What follows belongs to an exercise in optimizing a design on an open flow for small area; a production flow would make more cautious choices.
In this exercise RTL edits were held to simulation tests only and were not proved equivalent to the original.

==> flow/design.v, too long to show whole: its modules and the start of the top module <==
// module benc2: 7 lines
// module benc0: 3 lines
// module benc0n: 4 lines
// module benc: 5 lines
// module brow: 6 lines
// module bxorv: 3 lines
// module bselv: 3 lines
// module bsgn: 3 lines
// module xnr: 3 lines
// module orr: 3 lines
// module cmult: 425 lines
// module radix_4: 65 lines
// module inc2: 10 lines
// module bf_add0: 93 lines
// module bf_add1: 94 lines
// module bf_addq0: 95 lines
// module bf_addq1: 95 lines
// module fa: 4 lines
// module ha: 4 lines
// module fav: 5 lines
// module hav: 5 lines
module radix_4#(
    parameter WIDTH=26
)(
    input clk, start, rst_n,
    input signed [WIDTH-1:0] A_r, A_i, B_r, B_i, C_r, C_i, D_r, D_i,
    input signed [15:0] W0_r, W0_i, W1_r, W1_i, W2_r, W2_i,
    output reg done,
    output signed [WIDTH+1:0] Q0_r, Q0_i, Q1_r, Q1_i, Q2_r, Q2_i, Q3_r, Q3_i
);
  // ...
==> flow/flow/run.sh <==
#!/bin/bash
# The standard layout (the standard.sh: unchanged synthesis and steps),
# with the plain sky130_fd_sc_hd__buf_1 as the buffer on every input and
# output port instead of the cell buffer_ports picks by default.
set -e
export BUFFER_PORTS_ARGS="-buffer_cell sky130_fd_sc_hd__buf_1"
bash standard.sh > standard.log 2>&1
==> flow/standard.sh <==
#!/bin/bash
# synth_recipe.tcl (not shown) runs the flow's synth.tcl, then flattens the netlist and writes it again
# the make line also repeats each setting of config.mk as NAME=value (left out here)
make -C /OpenROAD-flow-scripts/flow DESIGN_CONFIG=/design/flow/config.mk WORK_HOME=/design/flow/orfs CLKGATE_MAP_FILE= SYNTH_SCRIPT=/design/flow/synth_recipe.tcl "${@:-finish}"
==> flow/config.mk <==
export PLATFORM = sky130hd
export DESIGN_NAME = radix_4
export DESIGN_NICKNAME = radix_4
export VERILOG_FILES = /design/flow/design.v
export SDC_FILE = /design/flow/constraint.sdc
export NUM_CORES = 4
export LEC_CHECK = 0
export CAP_MARGIN = 20
export CORE_MARGIN = 2
export CORE_UTILIZATION = 70
export CTS_BUF_LIST = sky130_fd_sc_hd__clkbuf_8
export CTS_CLUSTER_DIAMETER = 60
export CTS_CLUSTER_SIZE = 16
export PLACE_DENSITY = 0.8
export SLEW_MARGIN = 20
export SYNTH_HIERARCHICAL = 1
export SYNTH_MINIMUM_KEEP_SIZE = 0
==> flow/constraint.sdc <==
create_clock -name core_clock -period 13.0 [get_ports {clk}]
set_input_delay 2.6000 -clock core_clock [delete_from_list [all_inputs] [get_ports {clk}]]
set_output_delay 2.6000 -clock core_clock [all_outputs]
set_load 0.01 [all_outputs]
==> impl_results.md, run 1 <==
- Status: finished with violations
- SO Faults: negative setup slack
- Core footprint: 174,000 µm²
- Number of global-route vias before repair: 116,000
- # rows: 153
- Non-clock buffers: 1,031
- Clk cell area share: 0.839%
- Reg-to-reg endpoint: u3_i[27]$_DFF_P_
- Area-dominant class: multi-input gates
- Clk_buf instances: 60
- Hold crit path type: reg2reg
- Initial DRT Pass Iterations: 20
- CTS Sinks: 659
- Final cycle utilization of the critical path: 100%
- Setup-failing EPs final: 1
- Critical R2R Launch: z1_i[1]$_DFF_P_
- FMAX: 76.7 MHz
- GRT Max-Usage Layer: met2
- Top-count cell post-synth: fa_1
- Post-CTS sizing: 0
- Setup slack after layout: -0.0422 ns
- Sequential share of the synthesized area: 10.7%
- Hold Startpoint: u2_i[12]$_DFF_P_
- M1 WL: 160,000 µm
- Wire per inst: 40.0 µm
- Critical Path Start: W1_r[3]
- FFs & Latches: 659
- Synthesis Warnings: 7
==> run 2, diff against run 1 <==
==> flow/config.mk (replaced) <==
export PLATFORM = sky130hd
export DESIGN_NAME = radix_4
export DESIGN_NICKNAME = radix_4
export VERILOG_FILES = /design/flow/design.v
export SDC_FILE = /design/flow/constraint.sdc
export NUM_CORES = 4
export LEC_CHECK = 0
export CAP_MARGIN = 20
export CORE_MARGIN = 2
export CORE_UTILIZATION = 55
export CTS_BUF_LIST = sky130_fd_sc_hd__clkbuf_4
export PLACE_DENSITY = 0.7
export SLEW_MARGIN = 20
export SYNTH_HIERARCHICAL = 1
export SYNTH_MINIMUM_KEEP_SIZE = 0
==> run 2 against run 1 <==
  * Die area rose by 27%
  * First-iteration DRC count fell by 44%
  * Utilization is 16 points lower
  * Hold slack got worse by 0.030 ns
  * Global-route usage decreased by 19 points
  * Now clean on timing, DRC and antenna
  * Sequential cell count is the same
  * Synthesized area did not move
==> impl_results.md, run 2 <==
- Max-Cap Viols: 0 (unchanged)
- CTS H-tree lvls: 4 (was 2)
- Layout Nets: 14,500 (was 14,300)
- Total track usage: 40.9% (was 60.4%)
- Initial antenna violation count: 39 (was 52)
- Post-CTS Setup Repair Bufs: 0 (unchanged)
- Cells after DPL: 13,900 (was 13,200)
- DRT antenna net count: 0 (unchanged)
- Mapped Nets: 13,300 (unchanged)
- Most frequent CP cell: fa_1 (unchanged)
- CTS Sinks: 659 (unchanged)
- Met3 routed WL: 48,300 µm (was 91,800 µm)
- Die area: 227,000 µm² (was 179,000 µm²)
- Critical R2R Launch: u2_r[0]$_DFF_P_ (was z1_i[1]$_DFF_P_)
- Sequential share of the synthesized area: 10.7% (unchanged)
- GPL Wtd Cong: 1.06 (was 1.10)
- Top FF cell, synth: dfxtp_1 (unchanged)
- Slew headroom: 18.4% (was 13.3%)
- Top-count cell post-synth: fa_1 (unchanged)
- Status: finished clean (was finished with violations)
- Worst-case clock buffer depth: 3 (unchanged)
- Fill count: 18,100 (was 10,600)
- Max incr delay on CP: 0.55 ns (was 0.93 ns)
- Clock slew seen by the registers of the worst setup and hold paths: 0.06 ns (was 0.10 ns)
- GR Overflow Total: 0 (unchanged)
- Hold Startpoint: valid[0]$_DFF_PN0_ (was u2_i[12]$_DFF_P_)
- DR top layer: met5 (unchanged)
- Fin cells: 14,300 (was 13,400)
- Port bufs: 531 (unchanged)
- Fin. max-slew vios: 0 (unchanged)
- Share of cells above drive strength 1: 8.90% (was 7.07%)
- M1 WL: 170,000 µm (was 160,000 µm)
- Setup-failing EPs final: 0 (was 1)
- Synth Instances: 9,876 (unchanged)
- Synth Cell Area: 123,000 µm² (unchanged)
- Commonest non-fill, non-tap cell in the layout: fa_1 (unchanged)
- Initial Util: 55.3% (was 70.6%)
- Iter 0 DRT Violations: 10,500 (was 18,800)
- First-pass GRT wire length: 687,000 µm (was 780,000 µm)
- Cell taking the most area after synthesis: fa_1 (unchanged)
- Critical Path Start: u2_r[0]$_DFF_P_ (was W1_r[3])
- Post-Route WL: 468,000 µm (was 535,000 µm)
- Final period demand of the worst path: 12.25 ns (was 13.04 ns)
- Post-CTS sizing: 0 (unchanged)
- Hold crit path type: reg2reg (unchanged)
- WP data required: 14.02 ns (was 13.74 ns)
- FMAX: 81.6 MHz (was 76.7 MHz)
- Wire per inst: 32.8 µm (was 40.0 µm)
- Die Y: 477 µm (was 423 µm)
- # rows: 173 (was 153)
- Hold_buf cts: 0 (unchanged)
- Final cycle utilization of the critical path: 94.2% (was 100%)
- Initial DRT Pass Iterations: 9 (was 20)
- Slowest-stage cell, CP: fa_1 (unchanged)
- Residual DRC: 0 (unchanged)
- WP data arrival: 13.27 ns (was 13.78 ns)
- Setup TNS: 0 ns (was -0.0422 ns)
- WS Path Type: reg2reg (was in2reg)
- Core footprint: 222,000 µm² (was 174,000 µm²)
- Num CTS Buffers: 167 (was 58)
- Via count: 96,600 (was 108,000)
- Startpoint Class: register (was input pin)
- Root Driver: clkbuf_4 (was clkbuf_8)
- Largest net degree at the start of global routing: 57 (was 55)
- Worst hold-check slack: 0.357 ns (was 0.387 ns)
- Unrepaired setup endpoints after global routing: false (unchanged)
- CTS tree: yes (unchanged)
- CP Capture Type: register (unchanged)
- Crit path max fanout: 3 (was 13)
- Post-synth EDFFs: 0 (unchanged)
- Avg Cell Area, Syn: 12.5 µm² (unchanged)
- Distinct cell type count after synthesis: 47 (unchanged)
- Synthesis Warnings: 7 (unchanged)
- Worst skew pair latency: 1.23 ns (was 0.94 ns)
- Top post-synthesis cells by area: fa_1, xor2_1, a22o_1 (unchanged)
- Ports: 532 (unchanged)
- Met2 wire length: 207,000 µm (was 215,000 µm)
- Post-detail-place hpwl: 387,000 µm (was 393,000 µm)
- Post-DR vias/cell: 6.77 (was 8.05)
- Final-report hold violation count: 0 (unchanged)
- Leading cell types in the layout, fill and taps excluded: fa_1, xor2_1, a22o_1, dfxtp_1, buf_4 (was fa_1, xor2_1, a22o_1, dfxtp_1, buf_1)
- Die X: 477 µm (was 423 µm)
- Flops & latches, synth: 659 (unchanged)
- Area share of the largest cell type after synthesis: 45.7% (unchanged)
- Skew final: 0.128 ns (was 0.187 ns)
- Async SR Flop Fraction: 0.455% (unchanged)
- Number of global-route vias before repair: 104,000 (was 116,000)
- Most frequent cells after synthesis: fa_1, xor2_1, a22o_1 (unchanged)
- Worst-Margin Slew: 1.22 ns (was 1.30 ns)
- Area growth from synthesis to layout: 11.0% (was 9.33%)
[run 2: critical path, delay by kind of cell (launching register included)]
family | cells | cell delay, ns
compound gates | 1 | 0.21
fa+ha+maj | 27 | 11.39
simple gates | 1 | 0.14
buf+inv | 1 | 0.06
flops | 1 | 0.35
[run 2: through the flow]
stage	instance area [µm²]	worst slack [ns]	utilization, %
after floorplan	123000	0.316	-
after global placement	134000	0.239	60.4
after detailed placement	134000	0.0477	60.4
after CTS	136000	0.789	61.4
after global routing	137000	0.485	61.4
final	137000	0.750	61.4
[run 2: worst paths after layout]
kind / to / depth (start not counted)
hold reg to reg: valid[1]$_DFF_PN0_ / 0
setup / recovery: r2_r[26]$_DFF_P_ / 30
setup reg to reg: r2_r[26]$_DFF_P_ / 30
max in group asynchronous: valid[0]$_DFF_PN0_ / 1
hold / removal: valid[1]$_DFF_PN0_ / 0
min in group asynchronous: done$_DFF_PN0_ / 1
[run 2: layout make-up]
type / instances / area [µm²] / share of cell area, %
clock inverters: 72 / 497 / 0.364
diodes: 51 / 128 / 0.0934
multi-input cells: 8930 / 110000 / 80.3
clock buffers: 225 / 1690 / 1.24
repair buffers: 1082 / 6670 / 4.88
flip-flops and latches: 659 / 13200 / 9.67
well taps: 2975 / 3720 / 2.73
inverters: 279 / 1050 / 0.767
[run 2: modules after synthesis (local to each module, per instance), a selection]
module | area, µm² | cells inside | flip-flops and latches | times used
radix_4 | 14100 | 887 | 659 | 1
benc0 | 13.8 | 1 | 0 | 3
bf_addq0 | 15.0 | 3 | 0 | 4
benc0n | 15.0 | 2 | 0 | 3
xnr | 8.76 | 1 | 0 | 58
bselv | 228 | 26 | 0 | 96
benc2 | 65.1 | 9 | 0 | 21
orr | 6.26 | 1 | 0 | 52
cmult | 896 | 150 | 0 | 3
[run 2: routing by layer]
metal | up-vias | GRT usage [%]
met5 | - | 0
met4 | 12 | 30.1
met3 | 1668 | 9.91
met2 | 6593 | 62.0
met1 | 50100 | 51.2
li1 | 38200 | -
[run 2: cell families after synthesis]
kind of cell | Yosys count | synth area share (%)
AO/OA/AOI/OAI | 2890 | 19.9
XOR/XNOR | 2562 | 18.2
adder cells (fa/ha/maj) | 3094 | 48.6
buffers and inverters | 287 | 0.900
flip-flops | 659 | 10.7
AND/OR/NAND/NOR | 384 | 1.66
==> run 3, diff against run 2 <==
==> flow/run.sh (new file) <==
#!/bin/bash
# synth_recipe.tcl (not shown) runs the flow's synth.tcl, then flattens the netlist and writes it again
# the make line also repeats each setting of config.mk as NAME=value (left out here)
make -C /OpenROAD-flow-scripts/flow DESIGN_CONFIG=/design/flow/config.mk WORK_HOME=/design/flow/orfs CLKGATE_MAP_FILE= SYNTH_SCRIPT=/design/flow/synth_recipe.tcl finish
--- a/flow/config.mk
+++ b/flow/config.mk
@@ -7,9 +7,9 @@
 export LEC_CHECK = 0
 export CAP_MARGIN = 20
 export CORE_MARGIN = 2
-export CORE_UTILIZATION = 55
-export CTS_BUF_LIST = sky130_fd_sc_hd__clkbuf_4
-export PLACE_DENSITY = 0.7
+export CORE_UTILIZATION = 70
+export CTS_BUF_LIST = sky130_fd_sc_hd__clkbuf_8
+export PLACE_DENSITY = 0.8
 export SLEW_MARGIN = 20
 export SYNTH_HIERARCHICAL = 1
 export SYNTH_MINIMUM_KEEP_SIZE = 0
removed: flow/flow/run.sh
removed: flow/standard.sh
==> run 3 against run 2 <==
  * Via count increased by 8.8%
  * Utilization increased by 18 points
  * Hold slack improved by 0.019 ns
  * First-iteration DRC count increased by 61%
  * Register-to-register slack got worse by 0.61 ns
  * Cell count decreased by 5.5%
  * Largest cell class unchanged
  * Highest routed layer unchanged
==> impl_results.md, run 3 <==
- Synth Cell Area: 123,000 µm² (unchanged)
- Area share of the largest cell type after synthesis: 45.7% (unchanged)
- Die Y: 423 µm (was 477 µm)
- Post-CTS Setup Repair Bufs: 0 (unchanged)
- Synthesis Warnings: 7 (unchanged)
- Reg-to-reg endpoint: r1_i[26]$_DFF_P_ (was r2_r[26]$_DFF_P_)
- Iter 0 DRT Violations: 16,900 (was 10,500)
- Mapped Nets: 13,300 (unchanged)
- Post-detail-place hpwl: 383,000 µm (was 387,000 µm)
- Port bufs: 531 (unchanged)
- Avg Cell Area, Syn: 12.5 µm² (unchanged)
- Skew final: 0.109 ns (was 0.128 ns)
- Post-CTS sizing: 0 (unchanged)
- Fin. max-slew vios: 0 (unchanged)
- Sequential share of the synthesized area: 10.7% (unchanged)
- Leading cell types in the layout, fill and taps excluded: fa_1, xor2_1, a22o_1, dfxtp_1, clkdlybuf4s50_1 (was fa_1, xor2_1, a22o_1, dfxtp_1, buf_4)
- Root Driver: clkbuf_8 (was clkbuf_4)
- Crit path max fanout: 3 (unchanged)
- Number of global-route vias before repair: 115,000 (was 104,000)
- Synth Instances: 9,876 (unchanged)
- Unrepaired setup endpoints after global routing: false (unchanged)
- Ports: 532 (unchanged)
- DRT antenna net count: 0 (unchanged)
- Area growth from synthesis to layout: 13.1% (was 11.0%)
- Slew headroom: 9.19% (was 18.4%)
- Top-count cell post-synth: fa_1 (unchanged)
- Residual DRC: 0 (unchanged)
- Slowest-stage cell, CP: fa_1 (unchanged)
- GR Overflow Total: 0 (unchanged)
- Max-Cap Viols: 0 (unchanged)
- Layout Nets: 14,400 (was 14,500)
- Final cycle utilization of the critical path: 98.9% (was 94.2%)
- Distinct cell type count after synthesis: 47 (unchanged)
- Most frequent cells after synthesis: fa_1, xor2_1, a22o_1 (unchanged)
- Worst skew pair latency: 0.91 ns (was 1.23 ns)
- Hold_buf cts: 0 (unchanged)
- Initial DRT Pass Iterations: 14 (was 9)
- First-pass GRT wire length: 753,000 µm (was 687,000 µm)
- Die area: 179,000 µm² (was 227,000 µm²)
- Met3 routed WL: 82,700 µm (was 48,300 µm)
- Critical Path Start: u4_r[0]$_DFF_P_ (was u2_r[0]$_DFF_P_)
- Initial antenna violation count: 44 (was 39)
- WP data required: 13.73 ns (was 14.02 ns)
- Setup-failing EPs final: 0 (unchanged)
- Post-DR vias/cell: 7.79 (was 6.77)
- Final-report hold violation count: 0 (unchanged)
- Crit-path leading delay family: adder cells (unchanged)
- CP Capture Type: register (unchanged)
- Final period demand of the worst path: 12.86 ns (was 12.25 ns)
- Largest net degree at the start of global routing: 57 (unchanged)
- Post-Route WL: 510,000 µm (was 468,000 µm)
- CTS tree: yes (unchanged)
- Cell taking the most area after synthesis: fa_1 (unchanged)
- Hold crit path type: reg2reg (unchanged)
- M1 WL: 150,000 µm (was 170,000 µm)
- Setup TNS: 0 ns (unchanged)
- CP bufs+invs: 1 (unchanged)
- # rows: 153 (was 173)
- Most frequent CP cell: fa_1 (unchanged)
- Share of cells above drive strength 1: 8.12% (was 8.90%)
- Worst-case clock buffer depth: 3 (unchanged)
- Final Instance Area: 139,000 µm² (was 137,000 µm²)
- DR top layer: met5 (unchanged)
- Post-placement cell area: 137,000 µm² (was 134,000 µm²)
- CTS H-tree lvls: 3 (was 4)
- Met2 wire length: 211,000 µm (was 207,000 µm)
- GPL Wtd Cong: 1.07 (was 1.06)
- WP data arrival: 13.58 ns (was 13.27 ns)
- CTS Sinks: 659 (unchanged)
- Via count: 105,000 (was 96,600)
- Startpoint Class: register (unchanged)
- Wire per inst: 37.8 µm (was 32.8 µm)
- Worst-Margin Slew: 1.36 ns (was 1.22 ns)
- Top post-synthesis cells by area: fa_1, xor2_1, a22o_1 (unchanged)
- Async SR Flop Fraction: 0.455% (unchanged)
- Num CTS Buffers: 100 (was 167)
- Die X: 423 µm (was 477 µm)
- Crit path depth: 30 (unchanged)
- Max incr delay on CP: 0.58 ns (was 0.55 ns)
- Clock slew seen by the registers of the worst setup and hold paths: 0.08 ns (was 0.06 ns)
- Total track usage: 57.6% (was 40.9%)
- Top FF cell, synth: dfxtp_1 (unchanged)
- Core footprint: 174,000 µm² (was 222,000 µm²)
- Status: finished clean (unchanged)
- Post-synth EDFFs: 0 (unchanged)
- Worst setup path end: r1_i[26]$_DFF_P_ (was r2_r[26]$_DFF_P_)
- Initial Util: 70.6% (was 55.3%)
- Cells on worst reg2reg path: 30 (unchanged)
- WS Path Type: reg2reg (unchanged)
- Fill count: 10,200 (was 18,100)
- Critical R2R Launch: u4_r[0]$_DFF_P_ (was u2_r[0]$_DFF_P_)
- Commonest non-fill, non-tap cell in the layout: fa_1 (unchanged)
- Flops & latches, synth: 659 (unchanged)
- FMAX: 77.8 MHz (was 81.6 MHz)
## run 3: per-stage QoR
step                      util (%)  hold WS (ns)  cells  setup slack (ns)
final                         79.9         0.375  13500             0.145
after global routing          79.9         0.383  13500             0.153
after CTS                     79.9         0.371  13500             0.235
after detailed placement      78.6         0.344  13300            0.0994
after global placement        78.6         0.343  13300             0.281
after floorplan                  -         0.331   9876             0.316
## run 3: layout make-up
cell class,count,area [µm²],share of cell area (%)
clock buffer,119,1640,1.18
clock inverter,60,495,0.356
tap,2325,2910,2.09
multi-input combinational,8930,110000,78.8
timing repair buffer,1087,10200,7.30
antenna,30,75.1,0.0539
sequential,659,13200,9.49
inverter,279,1050,0.753
## run 3: kinds of logic after synthesis
family | Yosys count | share of synthesized area [%]
fa+ha+maj | 3094 | 48.6
compound gates | 2890 | 19.9
flops | 659 | 10.7
xor+xnor | 2562 | 18.2
simple gates | 384 | 1.66
buf+inv | 287 | 0.900
## run 3: per-module statistics from Yosys, one instance, submodules excluded, a selection
module,cells,times used,flip-flops and latches,cell area (µm²)
radix_4,887,1,659,14100
cmult,150,3,0,896
bxorv,26,96,0,228
benc2,9,21,0,65.1
fa,1,582,0,20.0
bf_addq0,3,4,0,15.0
benc0,1,3,0,13.8
ha,1,52,0,12.5
xnr,1,58,0,8.76
bsgn,1,96,0,5.00
## run 3: worst min-delay path by stage
stage,startpoint,to,slack [ns],depth (start not counted)
final,valid[1]$_DFF_PN0_,done$_DFF_PN0_,0.38,0
after global routing,valid[1]$_DFF_PN0_,done$_DFF_PN0_,0.38,0
after CTS,valid[1]$_DFF_PN0_,done$_DFF_PN0_,0.37,0
after detailed placement,valid[1]$_DFF_PN0_,done$_DFF_PN0_,0.34,0
after global placement,valid[1]$_DFF_PN0_,done$_DFF_PN0_,0.34,0
after floorplan,valid[1]$_DFF_PN0_,done$_DFF_PN0_,0.33,0
## run 3: per-layer routing
layer,vias up,track usage (%)
met5,-,5.81
met4,74,54.7
met3,4392,29.2
met2,11100,80.8
met1,51600,62.1
li1,38000,-
## run 3: worst reg2reg max path: cells and delay by family, from the launching register on
family	cells	cell delay (ns)
buffers and inverters	1	0.09
AOI/OAI and AO/OA	1	0.33
adders and majority gates	27	11.76
DFF	1	0.41
and+or+nand+nor	1	0.17

-- separate check: timing with driven ports --
In the flow no input, the clock included, has a driving cell. The finished layouts below were timed again as built, in two steps.
Step 1, drivers: a clkbuf_16 drives clk and a buf_2 each remaining input, both assumed.
Step 2 also shifts input and output timing later by t, the mid clock arrival at the registers, as if the neighbouring blocks saw the same clock.
Slacks: no drivers / after step 1 / after step 2; pairs: no drivers / after step 1.
| run | t, ns | setup WS [ns] | hold slack, ns | slew at the worst register clock pin (ns) | worst data-port slew with drivers (ns) |
|---|---|---|---|---|---|
| run 1 | 0.932 | -0.042 / 0.026 / -0.906 | 0.387 / 0.387 / 0.387 | 0.11 / 0.11 | 0.31 |
| run 2 | 1.238 | 0.750 / 0.750 / -0.199 | 0.357 / 0.357 / 0.357 | 0.09 / 0.09 | 0.25 |
| run 3 | 0.941 | 0.145 / 0.145 / -0.700 | 0.375 / 0.375 / 0.375 | 0.09 / 0.09 | 0.22 |
With both steps, setup timing fails in run 2 and run 3, where it was met with ideal ports. For run 2, which loses most, drivers alone change the setup slack by 0.000 ns; drivers and shift together by -0.949 ns.
